This is an optimization exercise on Yosys and OpenROAD, whose aim is small area and a short achievable clock period, not a production implementation.
In this exercise RTL edits were held to simulation tests only and were not proved equivalent to the original.
Power figures rest on the tool's default switching activity, not on a simulated workload.

==> inputs of wip/amber <==
==> flow/design.v <==
module Execution(
    input wire clk,
    input wire rst,
    input wire [6:0] opcode,
    input wire [4:0] dstin,
    input wire [31:0] src1,
    input wire [31:0] src2,
    input wire [9:0] offsetlo,
    output reg [31:0] result,
    output wire [6:0] memOp,
    output reg [9:0] MemAddr,
    input wire enable,
    output wire Nop21
    );
    reg doneMult;       
    reg multing;        
    reg [2:0] phase;    
    reg [31:0] ma;      
    reg [23:0] mb;      
    reg [3:0] bone, btwo, neg;   
    reg bprev;          
    reg [7:0] cs8;      
    reg cy;             
    reg [1:0] mop;      
    wire isMul = (opcode == 7'h02);
    assign Nop21 = ~doneMult & isMul;
    assign memOp = {5'b00100, mop};
    wire isLS = (opcode[6:2] == 5'b00100);
    wire first = (phase == 3'd1);
    wire [23:0] cs = {ma[31:24] & {8{~first}}, mb[7:0] & {8{~first}}, cs8};
    wire [31:0] pp0, pp1, pp2, pp3;
    wire [32:0] ma0 = {ma, 1'b0};
    genvar k, i;
    generate for (k = 0; k < 4; k = k + 1) begin : g_booth
        wire [31:0] row;
        for (i = 0; i < 32; i = i + 1) begin : g_bit
            if (i < 2*k) begin : g_z
                assign row[i] = 1'b0;
            end else begin : g_s
                assign row[i] = ((bone[k] & ma0[i-2*k+1]) | (btwo[k] & ma0[i-2*k])) ^ neg[k];
            end
        end
        if (k == 0) begin : g_r0 assign pp0 = row; end
        if (k == 1) begin : g_r1 assign pp1 = row; end
        if (k == 2) begin : g_r2 assign pp2 = row; end
        if (k == 3) begin : g_r3 assign pp3 = row; end
    end endgenerate
    wire t1, t2;
    assign {t2, t1} = cs[0] + result[0] + neg[0];
    wire t3, t4;
    assign {t4, t3} = cs[1] + result[1] + t2;
    wire t5, t6;
    assign {t6, t5} = cs[2] + result[2] + neg[1];
    wire t7, t8;
    assign {t8, t7} = t5 + pp0[2] + pp1[2];
    wire t9, t10;
    assign {t10, t9} = cs[3] + result[3] + t6;
    wire t11, t12;
    assign {t12, t11} = pp0[3] + pp1[3] + t9;
    wire t13, t14;
    assign {t14, t13} = cs[4] + result[4] + neg[2];
    wire t15, t16;
    assign {t16, t15} = t13 + pp0[4] + pp1[4];
    wire t17, t18;
    assign {t18, t17} = pp2[4] + t10 + t15;
    wire t19, t20;
    assign {t20, t19} = cs[5] + result[5] + t14;
    wire t21, t22;
    assign {t22, t21} = pp0[5] + pp1[5] + pp2[5];
    wire t23, t24;
    assign {t24, t23} = t19 + t16 + t21;
    wire t25, t26;
    assign {t26, t25} = cs[6] + result[6] + neg[3];
    wire t27, t28;
    assign {t28, t27} = t25 + pp0[6] + pp1[6];
    wire t29, t30;
    assign {t30, t29} = pp2[6] + pp3[6] + t20;
    wire t31, t32;
    assign {t32, t31} = t22 + t27 + t29;
    wire t33, t34;
    assign {t34, t33} = cs[7] + result[7] + t26;
    wire t35, t36;
    assign {t36, t35} = pp0[7] + pp1[7] + pp2[7];
    wire t37, t38;
    assign {t38, t37} = pp3[7] + t33 + t28;
    wire t39, t40;
    assign {t40, t39} = t35 + t30 + t37;
    wire t41, t42;
    assign {t42, t41} = cs[8] + result[8] + pp0[8];
    wire t43, t44;
    assign {t44, t43} = pp1[8] + pp2[8] + pp3[8];
    wire t45, t46;
    assign {t46, t45} = t34 + t36 + t41;
    wire t47, t48;
    assign {t48, t47} = t43 + t38 + t45;
    wire t49, t50;
    assign {t50, t49} = cs[9] + result[9] + pp0[9];
    wire t51, t52;
    assign {t52, t51} = pp1[9] + pp2[9] + pp3[9];
    wire t53, t54;
    assign {t54, t53} = t42 + t44 + t49;
    wire t55, t56;
    assign {t56, t55} = t51 + t46 + t53;
    wire t57, t58;
    assign {t58, t57} = cs[10] + result[10] + pp0[10];
    wire t59, t60;
    assign {t60, t59} = pp1[10] + pp2[10] + pp3[10];
    wire t61, t62;
    assign {t62, t61} = t50 + t52 + t57;
    wire t63, t64;
    assign {t64, t63} = t59 + t54 + t61;
    wire t65, t66;
    assign {t66, t65} = cs[11] + result[11] + pp0[11];
    wire t67, t68;
    assign {t68, t67} = pp1[11] + pp2[11] + pp3[11];
    wire t69, t70;
    assign {t70, t69} = t58 + t60 + t65;
    wire t71, t72;
    assign {t72, t71} = t67 + t62 + t69;
    wire t73, t74;
    assign {t74, t73} = cs[12] + result[12] + pp0[12];
    wire t75, t76;
    assign {t76, t75} = pp1[12] + pp2[12] + pp3[12];
    wire t77, t78;
    assign {t78, t77} = t66 + t68 + t73;
    wire t79, t80;
    assign {t80, t79} = t75 + t70 + t77;
    wire t81, t82;
    assign {t82, t81} = cs[13] + result[13] + pp0[13];
    wire t83, t84;
    assign {t84, t83} = pp1[13] + pp2[13] + pp3[13];
    wire t85, t86;
    assign {t86, t85} = t74 + t76 + t81;
    wire t87, t88;
    assign {t88, t87} = t83 + t78 + t85;
    wire t89, t90;
    assign {t90, t89} = cs[14] + result[14] + pp0[14];
    wire t91, t92;
    assign {t92, t91} = pp1[14] + pp2[14] + pp3[14];
    wire t93, t94;
    assign {t94, t93} = t82 + t84 + t89;
    wire t95, t96;
    assign {t96, t95} = t91 + t86 + t93;
    wire t97, t98;
    assign {t98, t97} = cs[15] + result[15] + pp0[15];
    wire t99, t100;
    assign {t100, t99} = pp1[15] + pp2[15] + pp3[15];
    wire t101, t102;
    assign {t102, t101} = t90 + t92 + t97;
    wire t103, t104;
    assign {t104, t103} = t99 + t94 + t101;
    wire t105, t106;
    assign {t106, t105} = cs[16] + result[16] + pp0[16];
    wire t107, t108;
    assign {t108, t107} = pp1[16] + pp2[16] + pp3[16];
    wire t109, t110;
    assign {t110, t109} = t100 + t98 + t105;
    wire t111, t112;
    assign {t112, t111} = t107 + t102 + t109;
    wire t113, t114;
    assign {t114, t113} = cs[17] + result[17] + pp0[17];
    wire t115, t116;
    assign {t116, t115} = pp1[17] + pp2[17] + pp3[17];
    wire t117, t118;
    assign {t118, t117} = t106 + t108 + t113;
    wire t119, t120;
    assign {t120, t119} = t115 + t110 + t117;
    wire t121, t122;
    assign {t122, t121} = cs[18] + result[18] + pp0[18];
    wire t123, t124;
    assign {t124, t123} = pp1[18] + pp2[18] + pp3[18];
    wire t125, t126;
    assign {t126, t125} = t114 + t116 + t121;
    wire t127, t128;
    assign {t128, t127} = t123 + t118 + t125;
    wire t129, t130;
    assign {t130, t129} = cs[19] + result[19] + pp0[19];
    wire t131, t132;
    assign {t132, t131} = pp1[19] + pp2[19] + pp3[19];
    wire t133, t134;
    assign {t134, t133} = t122 + t124 + t129;
    wire t135, t136;
    assign {t136, t135} = t131 + t126 + t133;
    wire t137, t138;
    assign {t138, t137} = cs[20] + result[20] + pp0[20];
    wire t139, t140;
    assign {t140, t139} = pp1[20] + pp2[20] + pp3[20];
    wire t141, t142;
    assign {t142, t141} = t130 + t132 + t137;
    wire t143, t144;
    assign {t144, t143} = t139 + t134 + t141;
    wire t145, t146;
    assign {t146, t145} = cs[21] + result[21] + pp0[21];
    wire t147, t148;
    assign {t148, t147} = pp1[21] + pp2[21] + pp3[21];
    wire t149, t150;
    assign {t150, t149} = t138 + t140 + t145;
    wire t151, t152;
    assign {t152, t151} = t147 + t142 + t149;
    wire t153, t154;
    assign {t154, t153} = cs[22] + result[22] + pp0[22];
    wire t155, t156;
    assign {t156, t155} = pp1[22] + pp2[22] + pp3[22];
    wire t157, t158;
    assign {t158, t157} = t146 + t148 + t153;
    wire t159, t160;
    assign {t160, t159} = t155 + t150 + t157;
    wire t161, t162;
    assign {t162, t161} = cs[23] + result[23] + pp0[23];
    wire t163, t164;
    assign {t164, t163} = pp1[23] + pp2[23] + pp3[23];
    wire t165, t166;
    assign {t166, t165} = t154 + t156 + t161;
    wire t167, t168;
    assign {t168, t167} = t163 + t158 + t165;
    wire t169, t170;
    assign {t170, t169} = result[24] + pp0[24] + pp1[24];
    wire t171, t172;
    assign {t172, t171} = pp2[24] + pp3[24] + t162;
    wire t173, t174;
    assign {t174, t173} = t164 + t169 + t166;
    wire t175, t176;
    assign {t176, t175} = t171 + t168;
    wire t177, t178;
    assign {t178, t177} = result[25] + pp0[25] + pp1[25];
    wire t179, t180;
    assign {t180, t179} = pp2[25] + pp3[25] + t170;
    wire t181, t182;
    assign {t182, t181} = t177 + t172 + t179;
    wire t183, t184;
    assign {t184, t183} = t174 + t181;
    wire t185, t186;
    assign {t186, t185} = result[26] + pp0[26] + pp1[26];
    wire t187, t188;
    assign {t188, t187} = pp2[26] + pp3[26] + t178;
    wire t189, t190;
    assign {t190, t189} = t185 + t180 + t187;
    wire t191, t192;
    assign {t192, t191} = t182 + t189;
    wire t193, t194;
    assign {t194, t193} = result[27] + pp0[27] + pp1[27];
    wire t195, t196;
    assign {t196, t195} = pp2[27] + pp3[27] + t186;
    wire t197, t198;
    assign {t198, t197} = t193 + t188 + t195;
    wire t199, t200;
    assign {t200, t199} = t190 + t197;
    wire t201, t202;
    assign {t202, t201} = result[28] + pp0[28] + pp1[28];
    wire t203, t204;
    assign {t204, t203} = pp2[28] + pp3[28] + t194;
    wire t205, t206;
    assign {t206, t205} = t201 + t196 + t203;
    wire t207, t208;
    assign {t208, t207} = t198 + t205;
    wire t209, t210;
    assign {t210, t209} = result[29] + pp0[29] + pp1[29];
    wire t211, t212;
    assign {t212, t211} = pp2[29] + pp3[29] + t202;
    wire t213, t214;
    assign {t214, t213} = t209 + t204 + t211;
    wire t215, t216;
    assign {t216, t215} = t206 + t213;
    wire t217, t218;
    assign {t218, t217} = result[30] + pp0[30] + pp1[30];
    wire t219, t220;
    assign {t220, t219} = pp2[30] + pp3[30] + t210;
    wire t221, t222;
    assign {t222, t221} = t217 + t212 + t219;
    wire t223, t224;
    assign {t224, t223} = t214 + t221;
    wire t225, t226;
    assign {t226, t225} = result[31] + pp0[31] + pp1[31];
    wire t227, t228;
    assign {t228, t227} = pp2[31] + pp3[31] + t218;
    wire t229, t230;
    assign {t230, t229} = t225 + t220 + t227;
    wire t231, t232;
    assign {t232, t231} = t222 + t229;
    wire [31:0] sa = {t224, t216, t208, t200, t192, t184, t176, t173, t160, t152, t144, t136, t128, t120, t112, t104, t96, t88, t80, t72, t64, t56, t48, t40, t32, t24, t18, t12, t8, t4, pp0[1], pp0[0]};
    wire [31:0] sb = {t231, t223, t215, t207, t199, t191, t183, t175, t167, t159, t151, t143, t135, t127, t119, t111, t103, t95, t87, t79, t71, t63, t55, t47, t39, t31, t23, t17, t11, t7, t3, t1};
    wire [8:0] fin = sa[7:0] + sb[7:0] + {7'd0, cy};
    wire [23:0] keep = (phase == 3'd2) ? 24'hFF0000 :
                       (phase == 3'd3) ? 24'hFFFF00 :
                       (phase == 3'd4) ? 24'hFFFFFF : 24'h000000;
    wire [31:0] acc = {(keep & result[31:8]) | (~keep & sa[31:8]), fin[7:0]};
    wire [31:0] accr = {acc[7:0], acc[31:8]};
    wire [7:0] nbyte = ~multing ? src2[7:0] :
                       (phase == 3'd1) ? mb[7:0] :
                       (phase == 3'd2) ? mb[15:8] : mb[23:16];
    wire [8:0] nw9 = {nbyte, multing & bprev};
    wire [3:0] none, ntwo, nneg;
    generate for (k = 0; k < 4; k = k + 1) begin : g_enc
        wire b0 = nw9[2*k], b1 = nw9[2*k+1], b2 = nw9[2*k+2];
        assign none[k] = b1 ^ b0;
        assign ntwo[k] = (b2 & ~b1 & ~b0) | (~b2 & b1 & b0);
        assign nneg[k] = b2;
    end endgenerate
    wire sub = opcode[0];
    wire [32:0] alu33 = {src1, 1'b1} + {src2 ^ {32{sub}}, sub};
    wire [31:0] alu = alu33[32:1];
    wire isAS = (opcode[6:1] == 6'd0);
    wire isNop = (opcode == 7'h3F);
    wire isOther = ~isAS & ~isMul & ~isLS & ~isNop;
    wire mstep = multing & (phase != 3'd5);
    wire selA = ~rst & isAS;
    wire selL = ~rst & isLS;
    wire selM = ~rst & isMul & mstep;
    wire selO = ~rst & isOther;
    wire rHold = ~rst & (~enable | isNop | (isMul & (phase == 3'd5)));
    wire [31:0] rd = ({32{selA}} & alu) | ({32{selL}} & src1) | ({32{selM}} & accr) | {32{selO}};
    always @(posedge clk) begin
        if (~rHold) result <= rd;
    end
    always @(posedge clk) begin
        if (rst) begin
            doneMult <= 1'b0;
            multing <= 1'b0;
            phase <= 3'd0;
        end else if (enable & isMul) begin
            if (phase == 3'd0) begin
                phase <= 3'd1;
                multing <= 1'b1;
            end else if (phase == 3'd5) begin
                doneMult <= 1'b1;
                multing <= 1'b0;
                phase <= 3'd0;
            end else begin
                phase <= phase + 3'd1;
            end
        end
    end
    always @(posedge clk) begin
        if (~multing) begin
            ma <= src1;
            mb <= src2[31:8];
        end else if (enable) begin
            ma[31:24] <= sb[31:24];
            mb[7:0] <= sb[23:16];
        end
    end
    always @(posedge clk) begin
        if (enable) begin
            if (~multing) begin
                cs8 <= 8'd0;
                cy <= 1'b0;
            end else begin
                cs8 <= sb[15:8];
                cy <= fin[8];
            end
            bone <= none;
            btwo <= ntwo;
            neg <= nneg;
            bprev <= nbyte[7];
        end
    end
    always @(posedge clk) begin
        if (~rst & enable & isLS) begin
            MemAddr <= offsetlo + {5'd0, dstin};
            mop <= opcode[1:0];
        end
    end
endmodule
==> flow/flow/run.sh <==
#!/bin/bash
# The standard layout, with plain buffers (buf_1) on the ports instead of
# the delay cells buffer_ports picks by default. Timing repair resizes them.
set -euo pipefail
export BUFFER_PORTS_ARGS="-buffer_cell sky130_fd_sc_hd__buf_1"
bash standard.sh > standard_flow.log 2>&1
==> flow/standard.sh <==
#!/bin/bash
# synth_recipe.tcl (not shown) runs the flow's synth.tcl, then flattens the netlist and writes it again
# the make line also repeats each setting of config.mk as NAME=value (left out here)
make -C /OpenROAD-flow-scripts/flow DESIGN_CONFIG=/design/flow/config.mk WORK_HOME=/design/flow/orfs CLKGATE_MAP_FILE= SYNTH_SCRIPT=/design/flow/synth_recipe.tcl "${@:-finish}"
==> flow/config.mk <==
export PLATFORM = sky130hd
export DESIGN_NAME = Execution
export DESIGN_NICKNAME = Execution
export VERILOG_FILES = /design/flow/design.v
export SDC_FILE = /design/flow/constraint.sdc
export NUM_CORES = 4
export LEC_CHECK = 0
export CAP_MARGIN = 20
export CORE_MARGIN = 2
export CORE_UTILIZATION = 60
export CTS_BUF_LIST = sky130_fd_sc_hd__clkbuf_4 sky130_fd_sc_hd__clkbuf_8
export SETUP_SLACK_MARGIN = 4.5
export SLEW_MARGIN = 20
==> flow/constraint.sdc <==
create_clock -name core_clock -period 9.0 [get_ports {clk}]
set_input_delay 1.8000 -clock core_clock [delete_from_list [all_inputs] [get_ports {clk}]]
set_output_delay 1.8000 -clock core_clock [all_outputs]
set_load 0.01 [all_outputs]
==> wip/delta (differences from wip/amber) <==
--- a/flow/design.v
+++ b/flow/design.v
@@ -21,3 +21,3 @@
     reg bprev;          
-    reg [7:0] cs8;      
+    reg [23:0] cs;      
     reg cy;             
@@ -28,4 +28,2 @@
     wire isLS = (opcode[6:2] == 5'b00100);
-    wire first = (phase == 3'd1);
-    wire [23:0] cs = {ma[31:24] & {8{~first}}, mb[7:0] & {8{~first}}, cs8};
     wire [31:0] pp0, pp1, pp2, pp3;
@@ -301,15 +299,2 @@
     wire [31:0] alu = alu33[32:1];
-    wire isAS = (opcode[6:1] == 6'd0);
-    wire isNop = (opcode == 7'h3F);
-    wire isOther = ~isAS & ~isMul & ~isLS & ~isNop;
-    wire mstep = multing & (phase != 3'd5);
-    wire selA = ~rst & isAS;
-    wire selL = ~rst & isLS;
-    wire selM = ~rst & isMul & mstep;
-    wire selO = ~rst & isOther;
-    wire rHold = ~rst & (~enable | isNop | (isMul & (phase == 3'd5)));
-    wire [31:0] rd = ({32{selA}} & alu) | ({32{selL}} & src1) | ({32{selM}} & accr) | {32{selO}};
-    always @(posedge clk) begin
-        if (~rHold) result <= rd;
-    end
     always @(posedge clk) begin
@@ -319,22 +304,24 @@
             phase <= 3'd0;
-        end else if (enable & isMul) begin
-            if (phase == 3'd0) begin
-                phase <= 3'd1;
-                multing <= 1'b1;
-            end else if (phase == 3'd5) begin
-                doneMult <= 1'b1;
-                multing <= 1'b0;
-                phase <= 3'd0;
-            end else begin
-                phase <= phase + 3'd1;
-            end
-        end
-    end
-    always @(posedge clk) begin
-        if (~multing) begin
-            ma <= src1;
-            mb <= src2[31:8];
+            result <= 32'd0;
         end else if (enable) begin
-            ma[31:24] <= sb[31:24];
-            mb[7:0] <= sb[23:16];
+            case (opcode)
+                7'h00, 7'h01: result <= alu;
+                7'h02: begin
+                    if (phase == 3'd0) begin
+                        result <= 32'd0;
+                        phase <= 3'd1;
+                        multing <= 1'b1;
+                    end else if (phase == 3'd5) begin
+                        doneMult <= 1'b1;
+                        multing <= 1'b0;
+                        phase <= 3'd0;
+                    end else begin
+                        result <= accr;
+                        phase <= phase + 3'd1;
+                    end
+                end
+                7'h10, 7'h11, 7'h12, 7'h13: result <= src1;
+                7'h3F: ;
+                default: result <= 32'hFFFFFFFF;
+            endcase
         end
@@ -344,6 +331,8 @@
             if (~multing) begin
-                cs8 <= 8'd0;
+                ma <= src1;
+                mb <= src2[31:8];
+                cs <= 24'd0;
                 cy <= 1'b0;
             end else begin
-                cs8 <= sb[15:8];
+                cs <= sb[31:8];
                 cy <= fin[8];
--- a/flow/config.mk
+++ b/flow/config.mk
@@ -9,5 +9,4 @@
 export CORE_MARGIN = 2
-export CORE_UTILIZATION = 60
-export CTS_BUF_LIST = sky130_fd_sc_hd__clkbuf_4 sky130_fd_sc_hd__clkbuf_8
-export SETUP_SLACK_MARGIN = 4.5
+export CORE_UTILIZATION = 40
+export SETUP_SLACK_MARGIN = 5.0
 export SLEW_MARGIN = 20
==> wip/raven (differences from wip/amber) <==
--- a/flow/design.v
+++ b/flow/design.v
@@ -21,3 +21,3 @@
     reg bprev;          
-    reg [7:0] cs8;      
+    reg [23:0] cs;      
     reg cy;             
@@ -28,4 +28,2 @@
     wire isLS = (opcode[6:2] == 5'b00100);
-    wire first = (phase == 3'd1);
-    wire [23:0] cs = {ma[31:24] & {8{~first}}, mb[7:0] & {8{~first}}, cs8};
     wire [31:0] pp0, pp1, pp2, pp3;
@@ -301,15 +299,2 @@
     wire [31:0] alu = alu33[32:1];
-    wire isAS = (opcode[6:1] == 6'd0);
-    wire isNop = (opcode == 7'h3F);
-    wire isOther = ~isAS & ~isMul & ~isLS & ~isNop;
-    wire mstep = multing & (phase != 3'd5);
-    wire selA = ~rst & isAS;
-    wire selL = ~rst & isLS;
-    wire selM = ~rst & isMul & mstep;
-    wire selO = ~rst & isOther;
-    wire rHold = ~rst & (~enable | isNop | (isMul & (phase == 3'd5)));
-    wire [31:0] rd = ({32{selA}} & alu) | ({32{selL}} & src1) | ({32{selM}} & accr) | {32{selO}};
-    always @(posedge clk) begin
-        if (~rHold) result <= rd;
-    end
     always @(posedge clk) begin
@@ -319,22 +304,24 @@
             phase <= 3'd0;
-        end else if (enable & isMul) begin
-            if (phase == 3'd0) begin
-                phase <= 3'd1;
-                multing <= 1'b1;
-            end else if (phase == 3'd5) begin
-                doneMult <= 1'b1;
-                multing <= 1'b0;
-                phase <= 3'd0;
-            end else begin
-                phase <= phase + 3'd1;
-            end
-        end
-    end
-    always @(posedge clk) begin
-        if (~multing) begin
-            ma <= src1;
-            mb <= src2[31:8];
+            result <= 32'd0;
         end else if (enable) begin
-            ma[31:24] <= sb[31:24];
-            mb[7:0] <= sb[23:16];
+            case (opcode)
+                7'h00, 7'h01: result <= alu;
+                7'h02: begin
+                    if (phase == 3'd0) begin
+                        result <= 32'd0;
+                        phase <= 3'd1;
+                        multing <= 1'b1;
+                    end else if (phase == 3'd5) begin
+                        doneMult <= 1'b1;
+                        multing <= 1'b0;
+                        phase <= 3'd0;
+                    end else begin
+                        result <= accr;
+                        phase <= phase + 3'd1;
+                    end
+                end
+                7'h10, 7'h11, 7'h12, 7'h13: result <= src1;
+                7'h3F: ;
+                default: result <= 32'hFFFFFFFF;
+            endcase
         end
@@ -344,6 +331,8 @@
             if (~multing) begin
-                cs8 <= 8'd0;
+                ma <= src1;
+                mb <= src2[31:8];
+                cs <= 24'd0;
                 cy <= 1'b0;
             end else begin
-                cs8 <= sb[15:8];
+                cs <= sb[31:8];
                 cy <= fin[8];
--- a/flow/config.mk
+++ b/flow/config.mk
@@ -9,4 +9,3 @@
 export CORE_MARGIN = 2
-export CORE_UTILIZATION = 60
-export CTS_BUF_LIST = sky130_fd_sc_hd__clkbuf_4 sky130_fd_sc_hd__clkbuf_8
+export CORE_UTILIZATION = 40
 export SETUP_SLACK_MARGIN = 4.5
==> wip/onyx (differences from wip/amber) <==
--- a/flow/design.v
+++ b/flow/design.v
@@ -21,3 +21,3 @@
     reg bprev;          
-    reg [7:0] cs8;      
+    reg [23:0] cs;      
     reg cy;             
@@ -28,4 +28,2 @@
     wire isLS = (opcode[6:2] == 5'b00100);
-    wire first = (phase == 3'd1);
-    wire [23:0] cs = {ma[31:24] & {8{~first}}, mb[7:0] & {8{~first}}, cs8};
     wire [31:0] pp0, pp1, pp2, pp3;
@@ -301,15 +299,2 @@
     wire [31:0] alu = alu33[32:1];
-    wire isAS = (opcode[6:1] == 6'd0);
-    wire isNop = (opcode == 7'h3F);
-    wire isOther = ~isAS & ~isMul & ~isLS & ~isNop;
-    wire mstep = multing & (phase != 3'd5);
-    wire selA = ~rst & isAS;
-    wire selL = ~rst & isLS;
-    wire selM = ~rst & isMul & mstep;
-    wire selO = ~rst & isOther;
-    wire rHold = ~rst & (~enable | isNop | (isMul & (phase == 3'd5)));
-    wire [31:0] rd = ({32{selA}} & alu) | ({32{selL}} & src1) | ({32{selM}} & accr) | {32{selO}};
-    always @(posedge clk) begin
-        if (~rHold) result <= rd;
-    end
     always @(posedge clk) begin
@@ -319,22 +304,24 @@
             phase <= 3'd0;
-        end else if (enable & isMul) begin
-            if (phase == 3'd0) begin
-                phase <= 3'd1;
-                multing <= 1'b1;
-            end else if (phase == 3'd5) begin
-                doneMult <= 1'b1;
-                multing <= 1'b0;
-                phase <= 3'd0;
-            end else begin
-                phase <= phase + 3'd1;
-            end
-        end
-    end
-    always @(posedge clk) begin
-        if (~multing) begin
-            ma <= src1;
-            mb <= src2[31:8];
+            result <= 32'd0;
         end else if (enable) begin
-            ma[31:24] <= sb[31:24];
-            mb[7:0] <= sb[23:16];
+            case (opcode)
+                7'h00, 7'h01: result <= alu;
+                7'h02: begin
+                    if (phase == 3'd0) begin
+                        result <= 32'd0;
+                        phase <= 3'd1;
+                        multing <= 1'b1;
+                    end else if (phase == 3'd5) begin
+                        doneMult <= 1'b1;
+                        multing <= 1'b0;
+                        phase <= 3'd0;
+                    end else begin
+                        result <= accr;
+                        phase <= phase + 3'd1;
+                    end
+                end
+                7'h10, 7'h11, 7'h12, 7'h13: result <= src1;
+                7'h3F: ;
+                default: result <= 32'hFFFFFFFF;
+            endcase
         end
@@ -344,6 +331,8 @@
             if (~multing) begin
-                cs8 <= 8'd0;
+                ma <= src1;
+                mb <= src2[31:8];
+                cs <= 24'd0;
                 cy <= 1'b0;
             end else begin
-                cs8 <= sb[15:8];
+                cs <= sb[31:8];
                 cy <= fin[8];
--- a/flow/config.mk
+++ b/flow/config.mk
@@ -9,5 +9,4 @@
 export CORE_MARGIN = 2
-export CORE_UTILIZATION = 60
-export CTS_BUF_LIST = sky130_fd_sc_hd__clkbuf_4 sky130_fd_sc_hd__clkbuf_8
-export SETUP_SLACK_MARGIN = 4.5
+export CORE_UTILIZATION = 40
+export SETUP_SLACK_MARGIN = 4.0
 export SLEW_MARGIN = 20
==> summary of the runs <==
- Against wip/onyx, the worst setup slack of wip/delta is better by 290 ps.
- Core utilization: wip/onyx < wip/raven < wip/delta < wip/amber.
- The lowest first-iteration DRC count belongs to wip/amber, the highest to wip/onyx.
- Against wip/raven, the final area of wip/amber is smaller by about 6%.
- Between wip/onyx and wip/amber, the lower register-to-register slack is in wip/onyx (gap 80 ps).
- Flip-flop and latch count is the same in wip/raven and wip/onyx.
- Clock power: wip/amber < wip/delta < wip/raven < wip/onyx.
- The lowest total power belongs to wip/raven, the highest to wip/amber.
- Of wip/amber and wip/raven, wip/amber has the higher clock-buffer cell count (gap 1).
- Non-clock buffer count: wip/onyx is lower than wip/raven (8).
==> figures <==
item	wip/raven	wip/amber	wip/onyx	wip/delta
Netlist area before placement	13,100 um2	12,600 um2	13,100 um2	13,100 um2
Combinational fraction of design power	53.0%	60.8%	51.2%	55.4%
Worst R2R End	result[31]	result[31]	result[31]	result[31]
Routed metal-1 wirelength	18,000 um	16,200 um	18,500 um	18,500 um
Status	no timing/DRC/antenna violations	no timing/DRC/antenna violations	no timing/DRC/antenna violations	no timing/DRC/antenna violations
Half-perimeter wire length after detailed placement	32,000 um	29,200 um	32,300 um	31,800 um
Layout cells sized above 1	6.73%	7.31%	5.63%	13.3%
Fin Clk Skew	14.7 ps	20.0 ps	13.5 ps	11.0 ps
Fraction of standard cell area that is sequential	26.5%	27.1%	26.7%	25.1%
Met1 track demand over resource in global routing	35.0%	53.5%	35.4%	35.8%
Yosys top cell area share	24.0%	28.7%	24.0%	24.0%
Area share of and/or/nand/nor cells after synthesis	8.08%	7.19%	8.08%	8.08%
Wire length after detailed routing	42,400 um	38,800 um	42,200 um	44,300 um
Adder-cell share of the synthesized area	21.4%	22.1%	21.4%	21.4%
Antenna Cells	1	0	0	0
Power drawn by the sequential cells	0.825 mW	0.808 mW	0.827 mW	0.823 mW
Synthesized area per cell	9.96 um2	10.1 um2	9.96 um2	9.96 um2
Fraction of the cycle the final worst path needs	50.6%	49.5%	53.0%	49.8%
Clock net sink count	142	126	142	142
Largest net degree at the start of global routing	51	58	49	52
Site row count	66	53	66	66
Post-layout utilization of the core	45.3%	66.1%	45.0%	47.9%

## afterwards: timing with drivers on the ports
Ports are ideal in the flow. The routed layouts listed here were re-timed in OpenROAD. Step 1 (the two cells are an assumption about what drives the block):
set clk [get_ports {clk}]
set_driving_cell -lib_cell sky130_fd_sc_hd__clkbuf_16 $clk
set_driving_cell -lib_cell sky130_fd_sc_hd__buf_2 [delete_from_list [all_inputs] $clk]
Step 2 times the ports against the registers' clock, not the clock port: input delays grow and output delays shrink by t, the midpoint of the rising clock arrivals with the driver on. a / b / c = ideal / step 1 / step 2; a / b = the first two.
run | t (ns) | slack for setup (ns) | slew at the worst register clock pin (ns)
wip/amber | 0.503 | 4.543 / 4.505 / 4.194 | 0.09 / 0.09
wip/delta | 0.481 | 4.522 / 4.478 / 4.163 | 0.07 / 0.07
wip/raven | 0.477 | 4.442 / 4.411 / 4.175 | 0.07 / 0.07
wip/onyx | 0.479 | 4.229 / 4.208 / 3.877 | 0.07 / 0.07
After both steps setup and hold are still met in every run listed. For wip/delta, which loses most, drivers alone change the setup slack by -0.044 ns; drivers and shift together by -0.359 ns.
